This design comes from an exercise in tuning for small area and a short achievable clock period on the open sky130 flow, not from production work. No run shown here included a check of the RTL's function; only the layout flow was run.

## design/flow/config.mk

```make
export PLATFORM = sky130hd
export DESIGN_NAME = color_match
export DESIGN_NICKNAME = color_match
export VERILOG_FILES = /design/flow/design.v
export SDC_FILE = /design/flow/constraint.sdc
export NUM_CORES = 4
export LEC_CHECK = 0
export ABC_AREA = 1
export CAP_MARGIN = 20
export CORE_MARGIN = 2
export CORE_UTILIZATION = 40
export PLACE_DENSITY = 0.6
export SLEW_MARGIN = 20
```

## design/flow/constraint.sdc

```tcl
create_clock -name core_clock -period 28.0 [get_ports {clk}]
set_input_delay 5.6000 -clock core_clock [delete_from_list [all_inputs] [get_ports {clk}]]
set_output_delay 5.6000 -clock core_clock [all_outputs]
set_load 0.01 [all_outputs]
```

## design/flow/design.v

```verilog
module rgb_hsv (
    input            clk,
    input            rst,
    input            vld,    
    input      [7:0] rgb_r,
    input      [7:0] rgb_g,
    input      [7:0] rgb_b,
    output reg [8:0] hsv_h,
    output reg [7:0] hsv_s,
    output reg [7:0] hsv_v
);
parameter KH = 2;    
parameter KS = 4;    
function gt8;
    input [7:0] a, b;
    reg         c;
    integer     i;
    begin
        c = 1'b0;
        for (i = 0; i < 8; i = i + 1)
            c = (a[i] & ~b[i]) | ((a[i] | ~b[i]) & c);
        gt8 = c;
    end
endfunction
function [11:0] add12;
    input [11:0] a, b;
    input        ci;
    reg   [12:0] c;
    reg   [11:0] g, t;
    integer      k;
    begin
        g = a & b;
        t = a | b;
        c[0] = ci;
        for (k = 0; k < 12; k = k + 2) begin
            c[k+1] = g[k] | (t[k] & c[k]);
            c[k+2] = g[k+1] | (t[k+1] & g[k]) | (t[k+1] & t[k] & c[k]);
        end
        add12 = a ^ b ^ c[11:0];
    end
endfunction
function [8:0] dstep;
    input [8:0] p;
    input [7:0] d;
    reg   [8:0] b;
    integer     i;
    begin
        b[0] = 1'b0;
        for (i = 0; i < 8; i = i + 1)
            b[i+1] = (~p[i] & d[i]) | ((~p[i] | d[i]) & b[i]);
        dstep[8]   = p[8] | ~b[8];
        dstep[7:0] = p[7:0] ^ ({8{dstep[8]}} & (d ^ b[7:0]));
    end
endfunction
reg [7:0] r1, g1, b1;
reg       c_rg, c_rb, c_gb;
always @(posedge clk) begin
    r1 <= rgb_r; g1 <= rgb_g; b1 <= rgb_b;
    c_rg <= gt8(rgb_r, rgb_g);
    c_rb <= gt8(rgb_r, rgb_b);
    c_gb <= gt8(rgb_g, rgb_b);
end
reg [7:0] mx, mn, md;
always @(*) begin
    if (c_rg & c_rb)       mx = r1;
    else if (!c_rg & c_gb) mx = g1;
    else                   mx = b1;
    if (!c_rg & !c_rb)     mn = r1;
    else if (c_rb & c_gb)  mn = b1;
    else                   mn = g1;
    if (c_rg ^ c_rb)       md = r1;    
    else if (c_rg ^ c_gb)  md = b1;    
    else                   md = g1;    
end
wire [11:0] mm12 = add12({4'd0, mx}, ~{4'd0, mn}, 1'b1);
wire [11:0] x12  = add12({4'd0, md}, ~{4'd0, mn}, 1'b1);
wire [7:0]  mm   = mm12[7:0];
wire [7:0]  x    = x12[7:0];
wire [11:0] x15  = add12({x, 4'd0}, ~{4'd0, x}, 1'b1);    
wire [13:0] n60  = {x15, 2'd0};
reg [8:0]    ph;
reg [KH-1:0] qh2;
integer i;
always @(*) begin
    ph = {1'b0, n60[13:6]};
    for (i = 5; i >= 6 - KH; i = i - 1) begin
        ph = dstep({ph[7:0], n60[i]}, mm);
        qh2[i - 6 + KH] = ph[8];
    end
end
reg [8:0]    ps;
reg [KS-1:0] qs2;
integer j;
always @(*) begin
    ps = {1'b0, mm};
    for (j = 7; j >= 8 - KS; j = j - 1) begin
        ps = dstep({ps[7:0], 1'b0}, mx);
        qs2[j - 8 + KS] = ps[8];
    end
end
reg [7:0]    mm_2, mx_2, ph_2, ps_2;
reg [KH-1:0] qh_2;
reg [KS-1:0] qs_2;
reg [5-KH:2] nl_2;
reg [2:0]    sec_2;
always @(posedge clk) begin
    mm_2 <= mm; mx_2 <= mx & {8{vld}}; ph_2 <= ph[7:0]; ps_2 <= ps[7:0];
    qh_2 <= qh2; qs_2 <= qs2; nl_2 <= n60[5-KH:2];
    sec_2 <= {c_rg, c_rb, c_gb};
end
reg [8:0] th;
reg [5:0] qh;
integer k;
always @(*) begin
    th = {1'b0, ph_2};
    qh = {qh_2, {(6-KH){1'b0}}};
    for (k = 5 - KH; k >= 0; k = k - 1) begin
        th = dstep({th[7:0], (k >= 2) ? nl_2[k] : 1'b0}, mm_2);
        qh[k] = th[8];
    end
end
reg [8:0] ts;
reg [7:0] qs;
integer l;
always @(*) begin
    ts = {1'b0, ps_2};
    qs = {qs_2, {(8-KS){1'b0}}};
    for (l = 7 - KS; l >= 0; l = l - 1) begin
        ts = dstep({ts[7:0], 1'b0}, mx_2);
        qs[l] = ts[8];
    end
end
wire       neg = ~(^sec_2);
reg  [8:0] base;
always @(*)
    case (sec_2)
        3'b000, 3'b100: base = 9'd240;
        3'b001, 3'b011: base = 9'd120;
        3'b110:         base = 9'd360;
        default:        base = 9'd0;
    endcase
wire       grey = ~|mm_2;
wire [11:0] hq12 = add12({3'd0, base}, {6'd0, qh} ^ {12{neg}}, neg);
wire [8:0] hq   = hq12[8:0];
wire       nz   = |mx_2;
wire [8:0] h3   = hq & {9{~grey & nz}};
wire [7:0] s3   = qs & {8{nz}};
always @(posedge clk or negedge rst)
    if (!rst) begin
        hsv_h <= 9'd0; hsv_s <= 8'd0; hsv_v <= 8'd0;
    end else begin
        hsv_h <= h3; hsv_s <= s3; hsv_v <= mx_2;
    end
endmodule
module HSVComparator (
    input            clk,
    input      [8:0] hsv_get_h,
    input      [7:0] hsv_get_s,
    input      [7:0] hsv_get_v,
    input      [8:0] hsv_set_h,
    input      [7:0] hsv_set_s,
    input      [7:0] hsv_set_v,
    input      [2:0] threshold_level,
    output reg [1:0] similar_flag    
);
function [9:0] sub9;
    input [8:0] a, b;
    reg         c;
    integer     i;
    begin
        c = 1'b0;
        for (i = 0; i < 9; i = i + 1) begin
            sub9[i] = a[i] ^ b[i] ^ c;
            c = (~a[i] & b[i]) | ((~a[i] | b[i]) & c);
        end
        sub9[9] = c;
    end
endfunction
wire [9:0] dh = sub9(hsv_get_h, hsv_set_h);
wire [9:0] ds = sub9({1'b0, hsv_get_s}, {1'b0, hsv_set_s});
wire [9:0] dv = sub9({1'b0, hsv_get_v}, {1'b0, hsv_set_v});
wire [8:0] ah = dh[8:0] ^ {9{dh[9]}};
wire [7:0] as = ds[7:0] ^ {8{ds[9]}};
wire [7:0] av = dv[7:0] ^ {8{dv[9]}};
wire       nh = dh[9], ns = ds[9], nv = dv[9];
function gt9;
    input [8:0] a, b;
    reg         c;
    integer     i;
    begin
        c = 1'b0;
        for (i = 0; i < 9; i = i + 1)
            c = (a[i] & ~b[i]) | ((a[i] | ~b[i]) & c);
        gt9 = c;
    end
endfunction
wire h0 = nh ? (~gt9(ah, 9'd59) | ~gt9(9'd299, ah)) : (~gt9(ah, 9'd60) | ~gt9(9'd300, ah));
wire h1 = nh ? (~gt9(ah, 9'd14) | ~gt9(9'd344, ah)) : (~gt9(ah, 9'd15) | ~gt9(9'd345, ah));
wire h2 = nh ? (~gt9(ah, 9'd9)  | ~gt9(9'd349, ah)) : (~gt9(ah, 9'd10) | ~gt9(9'd350, ah));
wire h3 = nh ? (~gt9(ah, 9'd4)  | ~gt9(9'd354, ah)) : (~gt9(ah, 9'd5)  | ~gt9(9'd355, ah));
wire s0 = ~gt9({1'b0, as}, ns ? 9'd31 : 9'd32);
wire s1 = ~gt9({1'b0, as}, ns ? 9'd7  : 9'd8);
wire s2 = ~gt9({1'b0, as}, ns ? 9'd4  : 9'd5);
wire s3 = ~gt9({1'b0, as}, ns ? 9'd2  : 9'd3);
wire v0 = ~gt9({1'b0, av}, nv ? 9'd31 : 9'd32);
wire v1 = ~gt9({1'b0, av}, nv ? 9'd7  : 9'd8);
wire v2 = ~gt9({1'b0, av}, nv ? 9'd4  : 9'd5);
wire v3 = ~gt9({1'b0, av}, nv ? 9'd2  : 9'd3);
reg hit;
always @(*)
    case (threshold_level)
        3'b000:  hit = h0 & s0 & v0;
        3'b001:  hit = h1 & s1 & v1;
        3'b010:  hit = h2 & s2 & v2;
        3'b111:  hit = h3 & s3 & v3;
        default: hit = 1'b0;
    endcase
wire unset = ~|hsv_set_v;
always @(posedge clk)
    similar_flag <= unset ? 2'b10 : {1'b0, hit};
endmodule
module color_match (
    input  wire       clk,
    input  wire       rst_n,
    input  wire [7:0] get_r,
    input  wire [7:0] get_g,
    input  wire [7:0] get_b,
    input  wire [7:0] set_r,
    input  wire [7:0] set_g,
    input  wire [7:0] set_b,
    input  wire [2:0] threshold_level,
    output wire [8:0] get_h,
    output wire [7:0] get_s,
    output wire [7:0] get_v,
    output wire [8:0] set_h,
    output wire [7:0] set_s,
    output wire [7:0] set_v,
    output wire [1:0] similar_flag
);
    reg vld;
    always @(posedge clk or negedge rst_n)
        if (!rst_n) vld <= 1'b0;
        else        vld <= 1'b1;
    rgb_hsv rgb_hsv_get_inst (
        .clk   (clk),
        .rst   (rst_n),
        .vld   (vld),
        .rgb_r (get_r),
        .rgb_g (get_g),
        .rgb_b (get_b),
        .hsv_h (get_h),
        .hsv_s (get_s),
        .hsv_v (get_v)
    );
    rgb_hsv rgb_hsv_set_inst (
        .clk   (clk),
        .rst   (rst_n),
        .vld   (vld),
        .rgb_r (set_r),
        .rgb_g (set_g),
        .rgb_b (set_b),
        .hsv_h (set_h),
        .hsv_s (set_s),
        .hsv_v (set_v)
    );
    HSVComparator HSVComparator_inst (
        .clk             (clk),
        .hsv_get_h       (get_h),
        .hsv_get_s       (get_s),
        .hsv_get_v       (get_v),
        .hsv_set_h       (set_h),
        .hsv_set_s       (set_s),
        .hsv_set_v       (set_v),
        .threshold_level (threshold_level),
        .similar_flag    (similar_flag)
    );
endmodule
```

## design/flow/flow/run.sh

```bash
#!/bin/bash
# The standard layout, with plain buffers (not delay cells) on the ports
set -euo pipefail
export BUFFER_PORTS_ARGS="-buffer_cell sky130_fd_sc_hd__buf_2"
bash standard.sh > standard.log 2>&1
```

## design/flow/standard.sh

```bash
#!/bin/bash
# synth_recipe.tcl (not shown) runs the flow's synth.tcl, then flattens the netlist and writes it again
# the make line also repeats each setting of config.mk as NAME=value (left out here)
make -C /OpenROAD-flow-scripts/flow DESIGN_CONFIG=/design/flow/config.mk WORK_HOME=/design/flow/orfs CLKGATE_MAP_FILE= SYNTH_SCRIPT=/design/flow/synth_recipe.tcl "${@:-finish}"
```

==> results of run 1 <==
cell usage in the layout, fill, tap and decap left out, types with 17 or more instances in the layout:
master,netlist,layout
sky130_fd_sc_hd__nand3_1,310,310
sky130_fd_sc_hd__buf_2,6,104
sky130_fd_sc_hd__fa_1,42,42
sky130_fd_sc_hd__ha_1,117,117
sky130_fd_sc_hd__o21ai_1,31,31
sky130_fd_sc_hd__clkbuf_16,0,17
sky130_fd_sc_hd__nand3_2,50,50
sky130_fd_sc_hd__nor2_1,169,169
sky130_fd_sc_hd__a21oi_1,60,60
sky130_fd_sc_hd__dfrtp_1,51,51
sky130_fd_sc_hd__o21ai_0,97,97
sky130_fd_sc_hd__and2_1,24,24
sky130_fd_sc_hd__xor2_1,176,176
sky130_fd_sc_hd__xnor2_1,36,36
sky130_fd_sc_hd__nand2_1,755,755
sky130_fd_sc_hd__or2_2,34,34
sky130_fd_sc_hd__dfxtp_1,142,142
sky130_fd_sc_hd__inv_1,459,459
sky130_fd_sc_hd__nand2_2,65,65
cell families (layout without fill, tap and decap cells):
kind of cell    Yosys count  in the layout
compound gates          281            281
other cells               1              1
buf+inv                 529            620
xor+xnor                217            217
fa+ha+maj               160            160
simple gates           1482           1482
flops                   193            193
cell usage after synthesis (all sizes together) (2+ instances only):
library cell  count
nor2            171
bufinv            2
nand4            11
xnor2            37
clkinv            4
a31oi             6
nand3b           19
nand3           362
fa               42
inv             470
nor3              7
nor4             11
a221oi            3
or2              47
o21ai           142
o211ai           15
a21oi            62
ha              117
o21bai           11
clkbuf           27
o221ai           13
o22ai            15
dfxtp           142
o31ai             5
and2             24
a41oi             3
dfrtp            51
xor2            180
buf              26
nand2           829
routing by layer:
metal / GRT usage, % / part of all wire, % / vias to the layer above
li1: - / - / 9137
met5: 0 / 0 / -
met1: 24.5 / 47 / 8048
met3: 3.03 / 3.5 / 48
met4: 6.11 / 1.9 / 0
met2: 33.9 / 48 / 291
metrics by stage:
step	cell area [µm²]	instances	setup WS (ns)	hold WS, ns
floorplan	19200	2863	21.16	0.329
global placement	20100	3537	20.82	0.361
detailed placement	20100	3537	20.45	0.371
CTS	20700	3569	20.43	0.375
global route	20700	3569	19.43	0.383
finish	20700	3569	20.41	0.375
final cells by class:
type | instances | area, µm²
Inverter | 476 | 1810
Clock buffer | 21 | 440
Sequential cell | 193 | 4120
Clock inverter | 11 | 128
Fill cell | 4836 | 26900
Tap cell | 615 | 769
Timing Repair Buffer | 112 | 581
Multi-Input combinational cell | 2141 | 12800
worst max-delay path, delay by kind of cell, from the launching register on:
family,cells,cell delay (ns)
compound gates,17,2.35
xor+xnor,2,0.36
fa+ha+maj,5,1.67
buf+inv,5,0.29
flops,1,0.41
simple gates,21,2.41
how the worst max path moves through the flow:
stage                               start  cells past startpoint                                 end
floorplan              threshold_level[2]                      6  HSVComparator_inst.similar_flag[0]
global placement    rgb_hsv_set_inst.c_rb                     51            rgb_hsv_set_inst.ph_2[7]
detailed placement  rgb_hsv_get_inst.c_rb                     51            rgb_hsv_get_inst.ph_2[7]
CTS                 rgb_hsv_get_inst.c_rg                     51            rgb_hsv_get_inst.ph_2[7]
global route        rgb_hsv_get_inst.c_rg                     51            rgb_hsv_get_inst.ph_2[7]
finish              rgb_hsv_get_inst.c_rb                     50            rgb_hsv_get_inst.ph_2[7]
==> impl_table.tex, run 1 <==
\begin{tabular}{lr}
\hline
Metric & Value \\
\hline
\multicolumn{2}{l}{\textbf{Logic synthesis}} \\
\quad Warning count from the yosys run & 3 \\
\quad Netlist area before placement & 19,200 µm² \\
\quad Mean instance size in the synthesized netlist & roughly 6.7 µm² \\
\quad Most used flip-flop cell after synthesis & sky130\_fd\_sc\_hd\_\_dfxtp\_1 \\
\quad Mux contribution to synthesized area & 0\% \\
\quad Simple-Gate Fraction of Synth Area & 35.8\% \\
\quad Adder and majority gate portion of the synthesized area & 12.1\% \\
\quad Cells after Synth & 2,863 \\
\quad Share of flip-flops with an asynchronous set or reset after synthesis & about a quarter \\
\quad Fraction of synthesized cell area taken by the top area cell type & approximately 15\% \\
\quad Part of the Yosys area used for sequential elements & 21.5\% \\
\quad Dominant combinational cell family by area after synthesis & simple AND/OR/NAND/NOR gates \\
\quad Post-synthesis share of cell area spent on xor and xnor gates & about a tenth \\
\quad Yosys top cell by area & sky130\_fd\_sc\_hd\_\_dfxtp\_1 \\
\quad Largest cells by area after synthesis & sky130\_fd\_sc\_hd\_\_dfxtp\_1 15\%, sky130\_fd\_sc\_hd\_\_nand2\_1 15\%, sky130\_fd\_sc\_hd\_\_inv\_1 9.0\% \\
\quad Register bit total from synthesis & just under 200 \\
\quad Number of different library cells in the post-synthesis netlist & between 60 and 70 \\
\quad Fraction of the mapped netlist area in compound gates & 8.79\% \\
\quad EDFF count, synth & 0 \\
\quad Net count of the mapped netlist & 3,075 \\
\multicolumn{2}{l}{\textbf{Job}} \\
\quad MaxCap Viol Count & 0 \\
\multicolumn{2}{l}{\textbf{Drt}} \\
\quad Total number of vias & $\sim$18k \\
\quad Length of the first detailed-routing pass in iterations & 8 \\
\quad Remaining routing DRC violations & 0 \\
\quad Initial detailed-routing violation count & approximately 930 \\
\quad Via density per instance & approximately 4.9 \\
\quad Total wirelength of the detailed-routed design & about 48 mm \\
\quad Wirelength per Cell & 13.4 µm \\
\quad Number of nets still failing antenna checks after routing & 0 \\
\multicolumn{2}{l}{\textbf{Cells and area}} \\
\quad Share of cells above drive strength 1 & 11.6\% \\
\quad Final design utilization & 43.5\% \\
\quad Leading registers by flop count & rgb\_hsv\_get\_inst.hsv\_h x9, rgb\_hsv\_set\_inst.hsv\_h x9 \\
\quad Count of nets after finishing & 3,153 \\
\quad Antenna diode count & 0 \\
\quad Layout overhead on the synthesized area & 7.73\% \\
\multicolumn{2}{l}{\textbf{STA}} \\
\quad Worst-case headroom to the max-slew limit & 43.6\% \\
\quad Timing-limited maximum frequency & roughly 130 MHz \\
\quad Unrepaired setup endpoints after global routing & false \\
\quad Accumulated negative setup slack & 0 ns \\
\quad Clock Skews & 0.0134 ns \\
\quad Hold violation count in the final report & 0 \\
\quad Share of the cycle needed by the critical path after routing & 27.1\% \\
\quad Final setup violation count & 0 \\
\quad Crit path time final & between 7 and 8 ns \\
\quad Pin slew with the least headroom to its limit & 0.839 ns \\
\quad Final Max Slew Viols & 0 \\
\multicolumn{2}{l}{\textbf{Floorplanning}} \\
\quad Floorplan die height & 223 µm \\
\quad Die Outline Area & 49,700 µm² \\
\quad Initial Utilization & 40.3\% \\
\quad Total number of placement rows & 80 \\
\quad Die width & between 200 and 250 µm \\
\quad Total core area & about 48,000 µm² \\
\quad I/O Pins & 105 \\
\multicolumn{2}{l}{\textbf{CTS}} \\
\quad \# Post-CTS Setup Buffers & 0 \\
\quad Number of clock sinks & 193 \\
\quad Clock latency on the worst-skew pair & 0.49 ns \\
\quad Max clock buf depth & 2 \\
\quad Clock slew at the register clock pins of the worst setup and hold paths & 0.07 ns \\
\quad Resized Gates After CTS & 0 \\
\quad Max H-tree Level & 4 \\
\quad Cts bufs inserted & 17 \\
\quad Number of hold buffers added after cts & 0 \\
\quad Root Buffer Master & sky130\_fd\_sc\_hd\_\_clkbuf\_16 \\
\quad Clock tree from TritonCTS & yes \\
\multicolumn{2}{l}{\textbf{Worst setup path}} \\
\quad Logic depth of the worst register-to-register path & 50 \\
\quad Slowest-stage cell, CP & sky130\_fd\_sc\_hd\_\_ha\_1 \\
\quad Setup crit end kind & flop \\
\quad Crit path largest cell delay & roughly 0.54 ns \\
\quad Destination of the worst register-to-register timing path & rgb\_hsv\_get\_inst.ph\_2[7] \\
\quad Worst R2R Start & rgb\_hsv\_get\_inst.c\_rb \\
\quad WP data required & 28.38 ns \\
\quad Largest fanout of any net on the critical path & 14 \\
\quad R2r setup slk & 20.41 ns \\
\quad Critical Path Most Common Cell & sky130\_fd\_sc\_hd\_\_nand2\_1 \\
\quad Data arrival, critical path & 7.97 ns \\
\quad Type of element launching the critical path & flop \\
\quad Startpoint-to-endpoint class of the critical path & flop to flop \\
\multicolumn{2}{l}{\textbf{Placed design}} \\
\quad PortBufs & 104 \\
\quad Dpl hpwl & 40.2 mm \\
\quad Routability cong. & 0.909 \\
\multicolumn{2}{l}{\textbf{Global routing}} \\
\quad Number of antenna violations at the first check in global routing & 1 \\
\quad Largest net degree at the start of global routing & 52 \\
\quad Total congestion overflow after global routing & 0 \\
\quad Wire length of the first global-routing pass & 79.1 mm \\
\quad Number of global-route vias before repair & 16.3k \\
\quad Total routing usage reported by global routing & 19.4\% \\
\multicolumn{2}{l}{\textbf{Min path}} \\
\quad Hold Path Depth & 0 \\
\quad Worst Hold Launch & rgb\_hsv\_set\_inst.c\_rg \\
\quad Worst hold path endpoint & rgb\_hsv\_set\_inst.sec\_2[2] \\
\quad Class of the worst hold path & flop to flop \\
\multicolumn{2}{l}{\textbf{Outcome}} \\
\quad Status & timing/DRC/antenna clean \\
\hline
\end{tabular}
==> run 2: changes to the inputs <==
==> design/flow/run.sh (new file) <==
#!/bin/bash
# synth_recipe.tcl (not shown) runs the flow's synth.tcl, then flattens the netlist and writes it again
# the make line also repeats each setting of config.mk as NAME=value (left out here)
make -C /OpenROAD-flow-scripts/flow DESIGN_CONFIG=/design/flow/config.mk WORK_HOME=/design/flow/orfs CLKGATE_MAP_FILE= SYNTH_SCRIPT=/design/flow/synth_recipe.tcl finish
removed: design/flow/flow/run.sh
removed: design/flow/standard.sh
==> run 2 against run 1 <==
Effect of this change:
- critical path depth rose by 1
- utilization rose by 1.1 points
- via count fell by 0.22%
- sequential cell count did not move
- worst hold slack got worse by 0.0075 ns
- clock skew fell by 0.0030 ns
- count of clock-buffer cells in the layout fell by 3
- critical path type unchanged
- critical endpoint is now rgb_hsv_set_inst.ph_2[7]
==> impl_table.tex, run 2 <==
\begin{tabular}{lr}
\hline
Metric & Value \\
\hline
\multicolumn{2}{l}{\textbf{Logic synthesis}} \\
\quad Share of flip-flops with an asynchronous set or reset after synthesis & 26.4\% (unchanged) \\
\quad Warning count from the yosys run & 3 (unchanged) \\
\quad Register bit total from synthesis & 193 (unchanged) \\
\quad Netlist area before placement & 19,200 µm² (unchanged) \\
\quad Fraction of synthesized cell area taken by the top area cell type & 14.8\% (unchanged) \\
\quad Net count of the mapped netlist & 3,075 (unchanged) \\
\quad Synth top cells by count & 755 x sky130\_fd\_sc\_hd\_\_nand2\_1, 459 x sky130\_fd\_sc\_hd\_\_inv\_1, 310 x sky130\_fd\_sc\_hd\_\_nand3\_1 \\
\quad Cells after Synth & 2,863 (unchanged) \\
\quad Yosys top cell by area & sky130\_fd\_sc\_hd\_\_dfxtp\_1 \\
\quad Number of different library cells in the post-synthesis netlist & 63 (unchanged) \\
\quad EDFF count, synth & 0 (unchanged) \\
\quad Largest cells by area after synthesis & sky130\_fd\_sc\_hd\_\_dfxtp\_1 15\%, sky130\_fd\_sc\_hd\_\_nand2\_1 15\%, sky130\_fd\_sc\_hd\_\_inv\_1 9.0\% \\
\quad Part of the Yosys area used for sequential elements & 21.5\% (unchanged) \\
\quad Mean instance size in the synthesized netlist & 6.70 µm² (unchanged) \\
\quad Most frequently used cell type in the post-synthesis netlist & sky130\_fd\_sc\_hd\_\_nand2\_1 \\
\quad Most used flip-flop cell after synthesis & sky130\_fd\_sc\_hd\_\_dfxtp\_1 \\
\multicolumn{2}{l}{\textbf{STA}} \\
\quad Final Max Slew Viols & 0 (unchanged) \\
\quad Final setup violation count & 0 (unchanged) \\
\quad Pin slew with the least headroom to its limit & 0.884 ns (+0.0448 ns) \\
\quad Crit path time final & 7.53 ns (-0.0665 ns) \\
\quad Worst-case headroom to the max-slew limit & 40.6\% (-3.0 points) \\
\quad Hold Worst Slack & 0.368 ns (-0.00749 ns) \\
\quad Share of the cycle needed by the critical path after routing & 26.9\% (-0.24 points) \\
\quad Setup WS post-layout & 20.47 ns (+0.0665 ns) \\
\quad Unrepaired setup endpoints after global routing & false \\
\quad Accumulated negative setup slack & 0 ns (unchanged) \\
\quad Timing-limited maximum frequency & 133 MHz (+0.88\%) \\
\quad Clock Skews & 0.0104 ns (-0.00295 ns) \\
\quad Hold violation count in the final report & 0 (unchanged) \\
\multicolumn{2}{l}{\textbf{Cells and area}} \\
\quad Final-layout fill cell count & 4,814 (-0.45\%) \\
\quad Combined area of the multi-input logic cells & 12,800 µm² (unchanged) \\
\quad Top library cells by usage in the layout, fill and taps aside & 755 x sky130\_fd\_sc\_hd\_\_nand2\_1, 459 x sky130\_fd\_sc\_hd\_\_inv\_1, 310 x sky130\_fd\_sc\_hd\_\_nand3\_1, 176 x sky130\_fd\_sc\_hd\_\_xor2\_1, 169 x sky130\_fd\_sc\_hd\_\_nor2\_1 \\
\quad Most frequent standard cell in the layout excluding fill and tap cells & sky130\_fd\_sc\_hd\_\_nand2\_1 \\
\quad Count of nets after finishing & 3,153 (unchanged) \\
\quad Antenna diode count & 0 (unchanged) \\
\quad Leading registers by flop count & rgb\_hsv\_get\_inst.hsv\_h x9, rgb\_hsv\_set\_inst.hsv\_h x9 \\
\quad Layout overhead on the synthesized area & 10.4\% \\
\quad Area taken by flip-flops and latches & 4120 µm² (unchanged) \\
\quad Post-route design area & 21,200 µm² (+2.5\%) \\
\quad Share of cells above drive strength 1 & 8.19\% (-3.4 points) \\
\multicolumn{2}{l}{\textbf{Drt}} \\
\quad Wirelength per Cell & 13.2 µm (-1.6\%) \\
\quad Initial detailed-routing violation count & 906 (-2.5\%) \\
\quad Length of the first detailed-routing pass in iterations & 5 (-3) \\
\quad Via density per instance & 4.90 (-0.22\%) \\
\quad Total number of vias & 17.5k (-0.22\%) \\
\quad Number of nets still failing antenna checks after routing & 0 (unchanged) \\
\quad Total wirelength of the detailed-routed design & 47.0 mm (-1.6\%) \\
\quad Remaining routing DRC violations & 0 (unchanged) \\
\multicolumn{2}{l}{\textbf{CTS}} \\
\quad Clock latency on the worst-skew pair & 0.47 ns (-0.02 ns) \\
\quad Root Buffer Master & sky130\_fd\_sc\_hd\_\_clkbuf\_16 \\
\quad Max H-tree Level & 4 (unchanged) \\
\quad Number of clock sinks & 193 (unchanged) \\
\quad Resized Gates After CTS & 0 (unchanged) \\
\quad Clock tree from TritonCTS & yes \\
\quad Clock slew at the register clock pins of the worst setup and hold paths & 0.07 ns (about the same) \\
\quad Max clock buf depth & 2 (unchanged) \\
\quad Cts bufs inserted & 17 (unchanged) \\
\quad \# Post-CTS Setup Buffers & 0 (unchanged) \\
\quad Number of hold buffers added after cts & 0 (unchanged) \\
\multicolumn{2}{l}{\textbf{Placed design}} \\
\quad PortBufs & 104 (unchanged) \\
\quad Place WS & 20.55 ns (+0.0966 ns) \\
\quad Dpl hpwl & 39.6 mm (-1.6\%) \\
\quad Routability cong. & 0.887 (-2.4\%) \\
\quad Placement-stage cell area & 20,600 µm² (+2.6\%) \\
\multicolumn{2}{l}{\textbf{Worst setup path}} \\
\quad Slowest-stage cell, CP & sky130\_fd\_sc\_hd\_\_ha\_1 \\
\quad Type of element launching the critical path & flop \\
\quad Logic depth of the worst register-to-register path & 51 (+2.0\%) \\
\quad Count of buffering cells on the critical path with inverters included & 6 (+1) \\
\quad Destination of the worst register-to-register timing path & rgb\_hsv\_set\_inst.ph\_2[7] \\
\quad Startpoint-to-endpoint class of the critical path & flop to flop \\
\quad Worst R2R Start & rgb\_hsv\_set\_inst.c\_rb \\
\quad Critical Path Most Common Cell & sky130\_fd\_sc\_hd\_\_nand2\_1 \\
\quad Largest delay share family, worst path & simple AND/OR/NAND/NOR gates \\
\quad Data arrival, critical path & 7.89 ns (-0.08 ns) \\
\quad Largest fanout of any net on the critical path & 13 (-1) \\
\quad WP data required & 28.36 ns (-0.02 ns) \\
\quad R2r setup slk & 20.47 ns (+0.07 ns) \\
\quad Crit path largest cell delay & 0.52 ns (-0.02 ns) \\
\quad Setup crit end kind & flop \\
\multicolumn{2}{l}{\textbf{Global routing}} \\
\quad Largest net degree at the start of global routing & 52 (unchanged) \\
\quad Number of antenna violations at the first check in global routing & 0 (-1) \\
\quad Total congestion overflow after global routing & 0 (unchanged) \\
\quad Number of global-route vias before repair & 16.2k (-0.37\%) \\
\quad Wire length of the first global-routing pass & 78.2 mm (-1.2\%) \\
\quad Total routing usage reported by global routing & 19.0\% (-0.41 points) \\
\multicolumn{2}{l}{\textbf{Job}} \\
\quad MaxCap Viol Count & 0 (unchanged) \\
\multicolumn{2}{l}{\textbf{Min path}} \\
\quad Worst hold path endpoint & rgb\_hsv\_get\_inst.sec\_2[2] \\
\quad Worst Hold Launch & rgb\_hsv\_get\_inst.c\_rg \\
\quad Class of the worst hold path & flop to flop \\
\quad Hold Path Depth & 0 (unchanged) \\
\multicolumn{2}{l}{\textbf{Floorplanning}} \\
\quad Floorplan die height & 223 µm (unchanged) \\
\quad Initial Utilization & 40.3\% (unchanged) \\
\quad Total core area & 47,500 µm² (unchanged) \\
\quad I/O Pins & 105 (unchanged) \\
\quad Total number of placement rows & 80 (unchanged) \\
\quad Die width & 223 µm (unchanged) \\
\quad Die Outline Area & 49,700 µm² (unchanged) \\
\multicolumn{2}{l}{\textbf{Outcome}} \\
\quad Status & timing/DRC/antenna clean \\
\hline
\end{tabular}
==> run 2: cell counts after synthesis <==
Identical to the previous run, type by type.
==> run 2: cell families (layout without fill, tap and decap cells) <==
family / after synthesis / count (layout) / share of synthesized area [%]
AOI/OAI and AO/OA: 281 / 281 / 8.79
xor gates and xnor gates: 217 / 217 / 10.1
adders and majority gates: 160 / 160 / 12.1
buffers and inverters: 529 / 620 / 11.8
DFF: 193 / 193 / 21.5
other: 1 / 1 / 0.0196
and+or+nand+nor: 1482 / 1482 / 35.8
==> run 2: how the worst max path moves through the flow <==
stage | from | end | cells after the start
finish | rgb_hsv_set_inst.c_rb | rgb_hsv_set_inst.ph_2[7] | 51
global route | rgb_hsv_set_inst.c_rb | rgb_hsv_set_inst.ph_2[7] | 52
CTS | rgb_hsv_set_inst.c_rb | rgb_hsv_set_inst.ph_2[7] | 51
detailed placement | rgb_hsv_set_inst.c_rb | rgb_hsv_set_inst.ph_2[7] | 51
global placement | threshold_level[2] | HSVComparator_inst.similar_flag[0] | 7
floorplan | threshold_level[2] | HSVComparator_inst.similar_flag[0] | 6
==> run 2: area by class of cell <==
type / instances / area share [%]
multi-input combinational: 2141 / 60.5
sequential: 193 / 19.5
inverter: 476 / 8.57
timing repair buffer: 112 / 5.18
tap: 615 / 3.63
clock buffer: 18 / 2.03
clock inverter: 14 / 0.656
==> run 2: metrics by stage <==
stage | utilization [%] | std cells
finish | 44.5 | 3569
global placement | 43.3 | 3537
floorplan | - | 2863
detailed placement | 43.3 | 3537
global route | 44.5 | 3569
CTS | 44.5 | 3569
==> run 2: metal layers <==
layer  wire length (µm)  GRT usage (%)  share of wire (%)  vias to the layer above
met5                  0              0                  0                        -
met4                881           5.91                1.9                        0
met3               1520           2.15                3.2                       53
met2              22500           33.5                 48                      285
met1              22000           24.3                 47                     8005
li1                   -              -                  -                     9142
==> run 2: worst reg2reg max path, delay by kind of cell (launching register included) <==
kind                     cells  cell delay [ns]
AO/OA/AOI/OAI               14             1.89
XOR/XNOR                     2             0.38
adder cells (fa/ha/maj)      5             1.63
buffers and inverters        6             0.37
flip-flops                   1             0.43
AND/OR/NAND/NOR             24             2.72
==> run 3: changes to the inputs <==
--- a/design/flow/design.v
+++ b/design/flow/design.v
@@ -1,7 +1,6 @@
 module rgb_hsv (
     input            clk,
     input            rst,
-    input            vld,    
     input      [7:0] rgb_r,
     input      [7:0] rgb_g,
     input      [7:0] rgb_b,
@@ -54,12 +53,16 @@
 endfunction
 reg [7:0] r1, g1, b1;
 reg       c_rg, c_rb, c_gb;
-always @(posedge clk) begin
-    r1 <= rgb_r; g1 <= rgb_g; b1 <= rgb_b;
-    c_rg <= gt8(rgb_r, rgb_g);
-    c_rb <= gt8(rgb_r, rgb_b);
-    c_gb <= gt8(rgb_g, rgb_b);
-end
+always @(posedge clk or negedge rst)
+    if (!rst) begin
+        r1 <= 8'd0; g1 <= 8'd0; b1 <= 8'd0;
+        c_rg <= 1'b0; c_rb <= 1'b0; c_gb <= 1'b0;
+    end else begin
+        r1 <= rgb_r; g1 <= rgb_g; b1 <= rgb_b;
+        c_rg <= gt8(rgb_r, rgb_g);
+        c_rb <= gt8(rgb_r, rgb_b);
+        c_gb <= gt8(rgb_g, rgb_b);
+    end
 reg [7:0] mx, mn, md;
 always @(*) begin
     if (c_rg & c_rb)       mx = r1;
@@ -103,11 +106,16 @@
 reg [KS-1:0] qs_2;
 reg [5-KH:2] nl_2;
 reg [2:0]    sec_2;
-always @(posedge clk) begin
-    mm_2 <= mm; mx_2 <= mx & {8{vld}}; ph_2 <= ph[7:0]; ps_2 <= ps[7:0];
-    qh_2 <= qh2; qs_2 <= qs2; nl_2 <= n60[5-KH:2];
-    sec_2 <= {c_rg, c_rb, c_gb};
-end
+always @(posedge clk or negedge rst)
+    if (!rst) begin
+        mm_2 <= 8'd0; mx_2 <= 8'd0; ph_2 <= 8'd0; ps_2 <= 8'd0;
+        qh_2 <= {KH{1'b0}}; qs_2 <= {KS{1'b0}}; nl_2 <= 0;
+        sec_2 <= 3'd0;
+    end else begin
+        mm_2 <= mm; mx_2 <= mx; ph_2 <= ph[7:0]; ps_2 <= ps[7:0];
+        qh_2 <= qh2; qs_2 <= qs2; nl_2 <= n60[5-KH:2];
+        sec_2 <= {c_rg, c_rb, c_gb};
+    end
 reg [8:0] th;
 reg [5:0] qh;
 integer k;
@@ -142,9 +150,8 @@
 wire       grey = ~|mm_2;
 wire [11:0] hq12 = add12({3'd0, base}, {6'd0, qh} ^ {12{neg}}, neg);
 wire [8:0] hq   = hq12[8:0];
-wire       nz   = |mx_2;
-wire [8:0] h3   = hq & {9{~grey & nz}};
-wire [7:0] s3   = qs & {8{nz}};
+wire [8:0] h3   = hq & {9{~grey}};
+wire [7:0] s3   = qs & {8{|mx_2}};
 always @(posedge clk or negedge rst)
     if (!rst) begin
         hsv_h <= 9'd0; hsv_s <= 8'd0; hsv_v <= 8'd0;
@@ -237,14 +244,9 @@
     output wire [7:0] set_v,
     output wire [1:0] similar_flag
 );
-    reg vld;
-    always @(posedge clk or negedge rst_n)
-        if (!rst_n) vld <= 1'b0;
-        else        vld <= 1'b1;
     rgb_hsv rgb_hsv_get_inst (
         .clk   (clk),
         .rst   (rst_n),
-        .vld   (vld),
         .rgb_r (get_r),
         .rgb_g (get_g),
         .rgb_b (get_b),
@@ -255,7 +257,6 @@
     rgb_hsv rgb_hsv_set_inst (
         .clk   (clk),
         .rst   (rst_n),
-        .vld   (vld),
         .rgb_r (set_r),
         .rgb_g (set_g),
         .rgb_b (set_b),
==> run 3 against run 2 <==
Effect of this change:
- first-iteration DRC count is 3.3% higher
- final area is 2.4% higher
- register-to-register slack worse by 0.11 ns
- critical path depth is 1 lower
- worst hold slack better by 0.034 ns
- die area is 1.9% higher
- sequential cell count is 1 lower
- non-clock buffer count is 1 higher
- routed wire length is 2.7% higher
==> impl_table.tex, run 3 <==
\begin{tabular}{lr}
\hline
Metric & Value \\
\hline
\multicolumn{2}{l}{\textbf{Worst setup path}} \\
\quad Setup crit end kind & flop \\
\quad WP data required & 28.37 ns (about the same) \\
\quad Type of element launching the critical path & flop \\
\quad Largest fanout of any net on the critical path & 14 (+1) \\
\quad Worst Setup EP & rgb\_hsv\_set\_inst.ph\_2[7] \\
\quad Critical Path Most Common Cell & sky130\_fd\_sc\_hd\_\_nand2\_1 \\
\quad R2r setup slk & 20.36 ns (-0.11 ns) \\
\quad Cell count along the critical path & 50 (-2.0\%) \\
\quad Logic depth of the worst register-to-register path & 50 (-2.0\%) \\
\quad Worst R2R Start & rgb\_hsv\_set\_inst.c\_gb \\
\quad Destination of the worst register-to-register timing path & rgb\_hsv\_set\_inst.ph\_2[7] \\
\quad Largest delay share family, worst path & compound AO/OA/AOI/OAI gates \\
\quad Crit path largest cell delay & 0.52 ns (about the same) \\
\quad Launching element of the worst setup path & rgb\_hsv\_set\_inst.c\_gb \\
\quad Data arrival, critical path & 8.01 ns (+0.12 ns) \\
\quad Slowest-stage cell, CP & sky130\_fd\_sc\_hd\_\_fa\_1 \\
\quad Startpoint-to-endpoint class of the critical path & flop to flop \\
\quad Count of buffering cells on the critical path with inverters included & 5 (-1) \\
\multicolumn{2}{l}{\textbf{Global routing}} \\
\quad Total congestion overflow after global routing & 0 (unchanged) \\
\quad Number of global-route vias before repair & 16.7k (+3.0\%) \\
\quad Total routing usage reported by global routing & 19.7\% (+0.65 points) \\
\quad Met2 usage in global routing & 33.9\% (+0.47 points) \\
\quad Met3 usage & 3.00\% (+0.85 points) \\
\quad Met1 track utilization from global routing & 25.0\% (+0.68 points) \\
\quad Highest-utilization routing layer at the global route stage & met2 \\
\quad Wire length of the first global-routing pass & 80.6 mm (+3.0\%) \\
\quad Number of antenna violations at the first check in global routing & 0 (unchanged) \\
\quad Largest net degree at the start of global routing & 80 (+54\%) \\
\multicolumn{2}{l}{\textbf{CTS}} \\
\quad \# Post-CTS Setup Buffers & 0 (unchanged) \\
\quad Number of clock sinks & 192 (-0.52\%) \\
\quad Clock slew at the register clock pins of the worst setup and hold paths & 0.07 ns (about the same) \\
\quad Root Buffer Master & sky130\_fd\_sc\_hd\_\_clkbuf\_16 \\
\quad Clock latency on the worst-skew pair & 0.48 ns (about the same) \\
\quad Number of hold buffers added after cts & 0 (unchanged) \\
\quad Max H-tree Level & 4 (unchanged) \\
\quad Cts bufs inserted & 17 (unchanged) \\
\quad Resized Gates After CTS & 0 (unchanged) \\
\quad Max clock buf depth & 2 (unchanged) \\
\quad Clock tree from TritonCTS & yes \\
\multicolumn{2}{l}{\textbf{Logic synthesis}} \\
\quad Mux contribution to synthesized area & 0\% (unchanged) \\
\quad EDFF count, synth & 0 (unchanged) \\
\quad Part of the Yosys area used for sequential elements & 24.5\% (+3.0 points) \\
\quad Yosys top cell by area & sky130\_fd\_sc\_hd\_\_dfrtp\_1 \\
\quad Number of different library cells in the post-synthesis netlist & 55 (-13\%) \\
\quad Post-synthesis share of cell area spent on xor and xnor gates & 9.77\% (-0.33 points) \\
\quad Register bit total from synthesis & 192 (-0.52\%) \\
\quad Fraction of synthesized cell area taken by the top area cell type & 24.3\% (+9.5 points) \\
\quad Fraction of the mapped netlist area in compound gates & 8.86\% (+0.069 points) \\
\quad Most used flip-flop cell after synthesis & sky130\_fd\_sc\_hd\_\_dfrtp\_1 \\
\quad Cells after Synth & 2,833 (-1.0\%) \\
\quad Netlist area before placement & 19,600 µm² (+1.9\%) \\
\quad Adder and majority gate portion of the synthesized area & 11.9\% (-0.18 points) \\
\quad Mean instance size in the synthesized netlist & 6.90 µm² (+3.0\%) \\
\quad Largest cells by area after synthesis & sky130\_fd\_sc\_hd\_\_dfrtp\_1 24\%, sky130\_fd\_sc\_hd\_\_nand2\_1 15\%, sky130\_fd\_sc\_hd\_\_inv\_1 8.6\% \\
\quad Share of flip-flops with an asynchronous set or reset after synthesis & 99.0\% (+73 points) \\
\quad Warning count from the yosys run & 2 (-1) \\
\quad Simple-Gate Fraction of Synth Area & 34.2\% (-1.5 points) \\
\quad Most frequently used cell type in the post-synthesis netlist & sky130\_fd\_sc\_hd\_\_nand2\_1 \\
\quad Net count of the mapped netlist & 3,045 (-0.98\%) \\
\quad Synth top cells by count & 778 x sky130\_fd\_sc\_hd\_\_nand2\_1, 449 x sky130\_fd\_sc\_hd\_\_inv\_1, 323 x sky130\_fd\_sc\_hd\_\_nand3\_1 \\
\quad Dominant combinational cell family by area after synthesis & simple AND/OR/NAND/NOR gates \\
\multicolumn{2}{l}{\textbf{Cells and area}} \\
\quad Share of cells above drive strength 1 & 7.27\% (-0.92 points) \\
\quad Most frequent standard cell in the layout excluding fill and tap cells & sky130\_fd\_sc\_hd\_\_nand2\_1 \\
\quad Area taken by flip-flops and latches & 4790 µm² (+16\%) \\
\quad Combined area of the multi-input logic cells & 12,700 µm² (-1.1\%) \\
\quad Layout overhead on the synthesized area & 10.9\% \\
\quad Final-layout fill cell count & 4,873 (+1.2\%) \\
\quad Count of nets after finishing & 3,129 (-0.76\%) \\
\quad Top library cells by usage in the layout, fill and taps aside & 778 x sky130\_fd\_sc\_hd\_\_nand2\_1, 449 x sky130\_fd\_sc\_hd\_\_inv\_1, 323 x sky130\_fd\_sc\_hd\_\_nand3\_1, 190 x sky130\_fd\_sc\_hd\_\_dfrtp\_1, 172 x sky130\_fd\_sc\_hd\_\_xor2\_1 \\
\quad Number of cells in the finished layout apart from fillers & 3,552 (-0.48\%) \\
\quad Antenna diode count & 0 (unchanged) \\
\quad Leading registers by flop count & rgb\_hsv\_get\_inst.hsv\_h x9, rgb\_hsv\_set\_inst.hsv\_h x9 \\
\multicolumn{2}{l}{\textbf{STA}} \\
\quad Pin slew with the least headroom to its limit & 0.943 ns (+0.0590 ns) \\
\quad Share of the cycle needed by the critical path after routing & 27.3\% (+0.39 points) \\
\quad Clock Skews & 0.00799 ns (-0.00241 ns) \\
\quad Final setup violation count & 0 (unchanged) \\
\quad Crit path time final & 7.64 ns (+0.110 ns) \\
\quad Hold violation count in the final report & 0 (unchanged) \\
\quad Unrepaired setup endpoints after global routing & false \\
\quad Final Max Slew Viols & 0 (unchanged) \\
\quad Timing-limited maximum frequency & 131 MHz (-1.4\%) \\
\quad Setup WS post-layout & 20.36 ns (-0.110 ns) \\
\quad Accumulated negative setup slack & 0 ns (unchanged) \\
\quad Worst-case headroom to the max-slew limit & 37.1\% (-3.4 points) \\
\multicolumn{2}{l}{\textbf{Drt}} \\
\quad Initial detailed-routing violation count & 936 (+3.3\%) \\
\quad Length of the first detailed-routing pass in iterations & 6 (+1) \\
\quad Wirelength per Cell & 13.6 µm (+3.2\%) \\
\quad Total number of vias & 17.6k (+0.59\%) \\
\quad Remaining routing DRC violations & 0 (unchanged) \\
\quad Total wirelength of the detailed-routed design & 48.2 mm (+2.7\%) \\
\quad Via density per instance & 4.95 (+1.1\%) \\
\quad Number of nets still failing antenna checks after routing & 0 (unchanged) \\
\multicolumn{2}{l}{\textbf{Floorplanning}} \\
\quad Die width & 225 µm (+0.95\%) \\
\quad Total number of placement rows & 81 (+1.3\%) \\
\quad Total core area & 48,500 µm² (+2.1\%) \\
\quad I/O Pins & 105 (unchanged) \\
\quad Initial Utilization & 40.3\% (-0.063 points) \\
\quad Die Outline Area & 50,700 µm² (+1.9\%) \\
\quad Floorplan die height & 225 µm (+0.95\%) \\
\multicolumn{2}{l}{\textbf{Placed design}} \\
\quad Dpl hpwl & 40.4 mm (+2.0\%) \\
\quad Placed instance count & 3,519 (-0.51\%) \\
\quad PortBufs & 104 (unchanged) \\
\quad Place WS & 20.35 ns (-0.195 ns) \\
\quad Routability cong. & 0.901 (+1.6\%) \\
\multicolumn{2}{l}{\textbf{Min path}} \\
\quad Class of the worst hold path & flop to flop \\
\quad Worst Hold Launch & rgb\_hsv\_set\_inst.c\_rg \\
\multicolumn{2}{l}{\textbf{Outcome}} \\
\quad Status & timing/DRC/antenna clean \\
\multicolumn{2}{l}{\textbf{Job}} \\
\quad MaxCap Viol Count & 0 (unchanged) \\
\hline
\end{tabular}
-- run 3: changes by cell type after synthesis, sizes merged, moves of 5 or more --
cell,delta
inv,-9
dfxtp,-140
nor2,-28
dfrtp,+139
clkinv,+5
nand3,+12
clkbuf,-7
nand3b,-6
-- run 3: routing by layer --
layer	routed length [µm]	vias up
li1	-	9091
met1	22000	8141
met5	0	-
met4	1120	0
met3	1910	64
met2	23300	292
-- run 3: worst min path at each step --
stage | endpoint | slack (ns) | cells after the start
4_1_cts | rgb_hsv_set_inst.sec_2[2] | 0.41 | 0
3_3_place_gp | rgb_hsv_set_inst.sec_2[2] | 0.39 | 0
2_1_floorplan | rgb_hsv_get_inst.hsv_v[3] | 0.35 | 0
5_1_grt | rgb_hsv_set_inst.sec_2[2] | 0.43 | 0
6_report | rgb_hsv_set_inst.sec_2[2] | 0.40 | 0
3_5_place_dp | rgb_hsv_set_inst.sec_2[2] | 0.40 | 0
-- run 3: metrics by stage --
step	cell area (µm²)	hold slack, ns	util, %
4_1_cts	21700	0.409	44.6
6_report	21700	0.401	44.7
2_1_floorplan	19600	0.349	-
5_1_grt	21700	0.430	44.7
3_3_place_gp	21100	0.389	43.5
3_5_place_dp	21100	0.397	43.5
-- run 3: cells by family after synthesis --
group           Yosys count
buf+inv                 518
flops                   192
compound gates          288
simple gates           1461
fa+ha+maj               161
xor+xnor                213
-- run 3: layout make-up --
| type | count | area share [%] |
|---|---|---|
| Timing Repair Buffer | 113 | 5.17 |
| Clock buffer | 20 | 2.06 |
| Inverter | 470 | 8.13 |
| Multi-Input combinational cell | 2123 | 58.4 |
| Tap cell | 622 | 3.59 |
| Sequential cell | 192 | 22.1 |
| Clock inverter | 12 | 0.542 |

==> port drivers added, routing unchanged <==
No port has a modelled driver above. Below, the same layouts with a new extraction and two added sets of constraints.
Step 1: set_driving_cell puts a clkbuf_16 on clk and a buf_2 on each other input, an assumption about the parent block.
Step 2 also shifts input and output timing later by t, the mid clock arrival at the registers, as if the neighbouring blocks saw the same clock.
Slacks: ideal ports / drivers / drivers and shift; pairs: ideal ports / drivers.
| run | shift t [ns] | setup WS [ns] | cell pins on the clock port's net |
|---|---|---|---|
| run 1 | 0.542 | 20.405 / 20.405 / 20.405 | 1 |
| run 2 | 0.522 | 20.472 / 20.472 / 20.472 | 1 |
| run 3 | 0.533 | 20.362 / 20.362 / 20.320 | 1 |
After both steps every run listed still meets setup and hold. The setup slack of run 3, which loses most, moves by 0.000 ns with the drivers and by -0.042 ns with both steps.
